This design comes from an exercise in tuning for small area on the open sky130 flow, not from production work.
Where RTL was checked, it was by simulation tests only, not by an equivalence proof against the original.
Power is estimated from default activity; no workload was simulated.

==> build 88 <==
==> flow/design.v <==
module Decode_Queue(
  input         clock,
  input         reset,
  input         io_clk,
  input         io_reset,
  input  [95:0] io_decoded_insn1,
  input  [95:0] io_decoded_insn2,
  input         io_wr_en1,
  input         io_wr_en2,
  input  [1:0]  io_pop_count,
  output [95:0] io_entry_out1,
  output [95:0] io_entry_out2,
  output        io_fifo_full,
  output        io_fifo_empty,
  output [3:0]  io_head_ptr,
  output [3:0]  io_tail_ptr,
  output [1:0]  io_out_count
);
  reg [4:0]  nwr;
  reg [3:0]  head;
  reg [3:0]  tail;
  reg [4:0]  count;
  wire full  = count[4];
  wire empty = count == 5'h0;
  wire pop   = (io_pop_count != 2'h0) & ~empty;
  wire wr    = (io_wr_en1 | io_wr_en2) & ~full;
  wire [95:0] wdata;
  genvar i, j;
  generate
    for (j = 0; j < 96; j = j + 1) begin : g_wd
      dq_ao22 u_wd (.a1(io_decoded_insn2[j]), .a2(io_wr_en2),
                    .b1(io_decoded_insn1[j]), .b2(~io_wr_en2), .y(wdata[j]));
    end
  endgenerate
  wire [95:0] fifo [0:15];
  generate
    for (i = 0; i < 16; i = i + 1) begin : g_ent
      wire we  = wr & (tail == i);
      dq_entry u_ent (.clock(clock), .we(we), .nwe(~we), .d(wdata), .q(fifo[i]));
    end
  endgenerate
  always @(posedge clock) begin
    if (reset)
      nwr <= 5'h0;
    else if (wr && {1'b0, tail} == nwr)
      nwr <= nwr + 5'h1;
  end
  wire        ren  = pop & ({1'b0, head} < nwr);
  wire [15:0] hsel = (16'h1 << head) & {16{ren}};
  wire        p2   = io_pop_count == 2'h2;
  generate
    for (j = 0; j < 96; j = j + 1) begin : g_rd
      wire [5:0] t;
      wire       a;
      dq_aoi222 u_t0 (.a1(hsel[0]),  .a2(fifo[0][j]),  .b1(hsel[1]),  .b2(fifo[1][j]),
                      .c1(hsel[2]),  .c2(fifo[2][j]),  .y(t[0]));
      dq_aoi222 u_t1 (.a1(hsel[3]),  .a2(fifo[3][j]),  .b1(hsel[4]),  .b2(fifo[4][j]),
                      .c1(hsel[5]),  .c2(fifo[5][j]),  .y(t[1]));
      dq_aoi222 u_t2 (.a1(hsel[6]),  .a2(fifo[6][j]),  .b1(hsel[7]),  .b2(fifo[7][j]),
                      .c1(hsel[8]),  .c2(fifo[8][j]),  .y(t[2]));
      dq_aoi222 u_t3 (.a1(hsel[9]),  .a2(fifo[9][j]),  .b1(hsel[10]), .b2(fifo[10][j]),
                      .c1(hsel[11]), .c2(fifo[11][j]), .y(t[3]));
      dq_aoi222 u_t4 (.a1(hsel[12]), .a2(fifo[12][j]), .b1(hsel[13]), .b2(fifo[13][j]),
                      .c1(hsel[14]), .c2(fifo[14][j]), .y(t[4]));
      dq_nand2  u_t5 (.a(hsel[15]), .b(fifo[15][j]), .y(t[5]));
      dq_and3   u_a  (.a(t[0]), .b(t[1]), .c(t[2]), .y(a));
      dq_nand4  u_o1 (.a(a), .b(t[3]), .c(t[4]), .d(t[5]), .y(io_entry_out1[j]));
      dq_and2   u_o2 (.a(io_entry_out1[j]), .b(p2), .y(io_entry_out2[j]));
    end
  endgenerate
  assign io_fifo_full  = full;
  assign io_fifo_empty = empty;
  assign io_head_ptr   = head;
  assign io_tail_ptr   = tail;
  assign io_out_count  = (count[4:2] != 3'h0) ? io_pop_count :
                         ({3'h0, io_pop_count} > count) ? count[1:0] : io_pop_count;
  always @(posedge clock) begin
    if (reset) begin
      head  <= 4'h0;
      tail  <= 4'h0;
      count <= 5'h0;
    end else begin
      if (pop)
        head <= head + 4'h1;
      else if (io_reset)
        head <= 4'h0;
      if (wr)
        tail <= tail + 4'h1;
      else if (io_reset)
        tail <= 4'h0;
      if (pop)
        count <= count - 5'h1;
      else if (wr)
        count <= count + 5'h1;
      else if (io_reset)
        count <= 5'h0;
    end
  end
endmodule
module dq_entry(
  input         clock,
  input         we,
  input         nwe,
  input  [95:0] d,
  output [95:0] q
);
  reg [95:0] r;
  always @(posedge clock)
    r <= (r & {96{nwe}}) | (d & {96{we}});
  assign q = r;
endmodule
module dq_ao22(input a1, input a2, input b1, input b2, output y);
  assign y = (a1 & a2) | (b1 & b2);
endmodule
module dq_aoi222(input a1, input a2, input b1, input b2, input c1, input c2, output y);
  assign y = ~((a1 & a2) | (b1 & b2) | (c1 & c2));
endmodule
module dq_nand2(input a, input b, output y);
  assign y = ~(a & b);
endmodule
module dq_and2(input a, input b, output y);
  assign y = a & b;
endmodule
module dq_and3(input a, input b, input c, output y);
  assign y = a & b & c;
endmodule
module dq_nand4(input a, input b, input c, input d, output y);
  assign y = ~(a & b & c & d);
endmodule
==> flow/flow/run.sh <==
#!/bin/bash
# Standard layout, with the smallest buffer on the ports and a clock tree
# without dummy loads, built from clkbuf_8 leaves over clusters of up to 16 sinks.
set -euo pipefail
CTS="-sink_clustering_enable -repair_clock_nets -dont_use_dummy_load -buf_list {sky130_fd_sc_hd__clkbuf_8} -sink_clustering_size 16 -sink_clustering_max_diameter 50"
bash standard.sh "BUFFER_PORTS_ARGS=-buffer_cell sky130_fd_sc_hd__buf_1" "CTS_ARGS=$CTS" finish > make_finish.log 2>&1
==> flow/standard.sh <==
#!/bin/bash
# synth_recipe.tcl (not shown) runs the flow's synth.tcl, then flattens the netlist and writes it again
# the make line also repeats each setting of config.mk as NAME=value (left out here)
make -C /OpenROAD-flow-scripts/flow DESIGN_CONFIG=/design/flow/config.mk WORK_HOME=/design/flow/orfs CLKGATE_MAP_FILE= SYNTH_SCRIPT=/design/flow/synth_recipe.tcl "${@:-finish}"
==> flow/config.mk <==
export PLATFORM = sky130hd
export DESIGN_NAME = Decode_Queue
export DESIGN_NICKNAME = Decode_Queue
export VERILOG_FILES = /design/flow/design.v
export SDC_FILE = /design/flow/constraint.sdc
export NUM_CORES = 4
export LEC_CHECK = 0
export CAP_MARGIN = 5
export CORE_MARGIN = 2
export CORE_UTILIZATION = 75
export SETUP_SLACK_MARGIN = 0.2
export SLEW_MARGIN = 5
export SYNTH_HIERARCHICAL = 1
==> flow/constraint.sdc <==
create_clock -name core_clock -period 8.0 [get_ports {clock}]
set_input_delay 1.6000 -clock core_clock [delete_from_list [all_inputs] [get_ports {clock}]]
set_output_delay 1.6000 -clock core_clock [all_outputs]
set_load 0.01 [all_outputs]
==> build 98 (differences from build 88) <==
- CAP_MARGIN: 5 -> 20
- CORE_UTILIZATION: 75 -> 70
- SLEW_MARGIN: 5 -> 20
==> build 42 (differences from build 88) <==
==> flow/design.v, changed modules only <==
module Decode_Queue(
  input         clock,
  input         reset,
  input         io_clk,
  input         io_reset,
  input  [95:0] io_decoded_insn1,
  input  [95:0] io_decoded_insn2,
  input         io_wr_en1,
  input         io_wr_en2,
  input  [1:0]  io_pop_count,
  output [95:0] io_entry_out1,
  output [95:0] io_entry_out2,
  output        io_fifo_full,
  output        io_fifo_empty,
  output [3:0]  io_head_ptr,
  output [3:0]  io_tail_ptr,
  output [1:0]  io_out_count
);
  wire [95:0] fifo [0:15];
  reg [15:0] vld;
  reg [3:0]  head;
  reg [3:0]  tail;
  reg [4:0]  count;
  wire full  = count[4];
  wire empty = count == 5'h0;
  wire pop   = (io_pop_count != 2'h0) & ~empty;
  wire wr    = (io_wr_en1 | io_wr_en2) & ~full;
  wire [95:0] wdata = io_wr_en2 ? io_decoded_insn2 : io_decoded_insn1;
  genvar i;
  generate
    for (i = 0; i < 16; i = i + 1) begin : g_ent
      wire we  = wr & (tail == i);
      wire nwe = ~wr | (tail != i);
      dq_entry u_ent (.clock(clock), .we(we), .nwe(nwe), .d(wdata), .q(fifo[i]));
    end
  endgenerate
  always @(posedge clock) begin
    if (reset)
      vld <= 16'h0;
    else if (wr)
      vld <= vld | (16'h1 << tail);
  end
  wire [15:0] hsel = (16'h1 << head) & vld & {16{pop}};
  reg  [95:0] rd;
  integer k;
  always @(*) begin
    rd = 96'h0;
    for (k = 0; k < 16; k = k + 1)
      rd = rd | (fifo[k] & {96{hsel[k]}});
  end
  assign io_entry_out1 = rd;
  assign io_entry_out2 = rd & {96{io_pop_count == 2'h2}};
  assign io_fifo_full  = full;
  assign io_fifo_empty = empty;
  assign io_head_ptr   = head;
  assign io_tail_ptr   = tail;
  assign io_out_count  = (count[4:2] != 3'h0) ? io_pop_count :
                         ({3'h0, io_pop_count} > count) ? count[1:0] : io_pop_count;
  always @(posedge clock) begin
    if (reset) begin
      head  <= 4'h0;
      tail  <= 4'h0;
      count <= 5'h0;
    end else begin
      if (pop)
        head <= head + 4'h1;
      else if (io_reset)
        head <= 4'h0;
      if (wr)
        tail <= tail + 4'h1;
      else if (io_reset)
        tail <= 4'h0;
      if (pop)
        count <= count - 5'h1;
      else if (wr)
        count <= count + 5'h1;
      else if (io_reset)
        count <= 5'h0;
    end
  end
endmodule
// module dq_ao22 removed
// module dq_aoi222 removed
// module dq_nand2 removed
// module dq_and2 removed
// module dq_and3 removed
// module dq_nand4 removed
==> flow/run.sh (new file) <==
#!/bin/bash
# synth_recipe.tcl (not shown) runs the flow's synth.tcl, then flattens the netlist and writes it again
# the make line also repeats each setting of config.mk as NAME=value (left out here)
make -C /OpenROAD-flow-scripts/flow DESIGN_CONFIG=/design/flow/config.mk WORK_HOME=/design/flow/orfs CLKGATE_MAP_FILE= SYNTH_SCRIPT=/design/flow/synth_recipe.tcl finish
- CAP_MARGIN: 5 -> 20
- CORE_UTILIZATION: 75 -> 60
- CTS_BUF_LIST: unset -> sky130_fd_sc_hd__clkbuf_4 sky130_fd_sc_hd__clkbuf_8
- SLEW_MARGIN: 5 -> 20
removed: flow/flow/run.sh
removed: flow/standard.sh
==> build 56 (differences from build 88) <==
==> flow/flow/run.sh (replaced) <==
#!/bin/bash
# Standard layout, with the smallest buffer on the ports, a clock tree
# without dummy loads built from clkbuf_8 leaves over clusters of up to 16
# sinks, and downsizing of gates with positive slack after global routing.
set -euo pipefail
CTS="-sink_clustering_enable -repair_clock_nets -dont_use_dummy_load -buf_list {sky130_fd_sc_hd__clkbuf_8} -sink_clustering_size 16 -sink_clustering_max_diameter 50"
bash standard.sh "BUFFER_PORTS_ARGS=-buffer_cell sky130_fd_sc_hd__buf_1" "CTS_ARGS=$CTS" "RECOVER_POWER=100" finish > make_finish.log 2>&1
==> comparison table <==
| quantity | build 98 | build 42 | build 88 | build 56 |
|---|---|---|---|---|
| Clk. pwr | 0.00391 W | 0.00703 W | 0.00371 W | 0.00371 W |
| Post-Syn Area per Cell | 12.2 sq um | 11.3 sq um | 12.2 sq um | 12.2 sq um |
| Count of state elements after synthesis | 1554 | 1565 | 1554 | 1554 |
| Maximum cell stage delay along the critical path | 0.98 ns | 1.23 ns | 1.07 ns | 1.71 ns |
| Insertion delay to the later sink of the worst-skew pair | 0.81 ns | 0.97 ns | 0.79 ns | 0.79 ns |
| Overall die area | 83000 sq um | 105000 sq um | 77600 sq um | 77600 sq um |
| Number of max-capacitance violations reported | 0 | 0 | 0 | 21 |
| Worst path buffer plus inverter count | 3 | 3 | 4 | 3 |
| Highest Signal Layer | met5 | met4 | met5 | met4 |
| Psw | 0.00531 W | 0.00635 W | 0.00535 W | 0.00535 W |
| Reg2Reg Capture Point | g_ent[10].u_ent.r[58] | g_ent[6].u_ent.r[22] | g_ent[1].u_ent.r[12] | g_ent[10].u_ent.r[34] |
| Final period demand of the worst path | 6.68 ns | 7.04 ns | 6.80 ns | 7.42 ns |
| Outcome | timing/DRC/antenna clean | timing/DRC/antenna clean | timing/DRC/antenna clean | complete, but fails checks |
| Reasons for failing layout checks | - | - | - | capacitance limit, slew limit |
| Weighted congestion reported at the end of routability-driven placement | 0.808 | 0.814 | 0.821 | 0.821 |
| Max Clock Skew | 0.0424 ns | 0.0309 ns | 0.0554 ns | 0.0565 ns |
Only the layout flow was run in build 42; the RTL was not checked for function there.

## separate check: timing with driven ports
In the flow no input, the clock included, has a driving cell. The finished layouts below were timed again as built, in two steps. Step 1 (the two cells are an assumption about what drives the block):
set clk [get_ports {clock}]
set_driving_cell -lib_cell sky130_fd_sc_hd__clkbuf_16 $clk
set_driving_cell -lib_cell sky130_fd_sc_hd__buf_2 [delete_from_list [all_inputs] $clk]
Step 2 times the ports against the registers' clock, not the clock port: input delays grow and output delays shrink by t, the midpoint of the rising clock arrivals with the driver on. Three values: ideal ports, drivers, drivers and shift; two values: the first two.
run | t, ns | setup slack, ns | worst slew at a driven data input, ns | cell pins on the clock port's net
build 88 | 0.838 | 1.203 / 1.180 / 1.180 | 0.04 | 1
build 98 | 0.878 | 1.319 / 1.289 / 1.289 | 0.22 | 1
build 42 | 1.013 | 0.956 / 0.884 / 1.735 | 0.04 | 1
build 56 | 0.835 | 0.577 / 0.608 / -0.226 | 0.04 | 1
The setup slack of build 56, which loses most, moves by +0.031 ns with the drivers and by -0.803 ns with both steps.
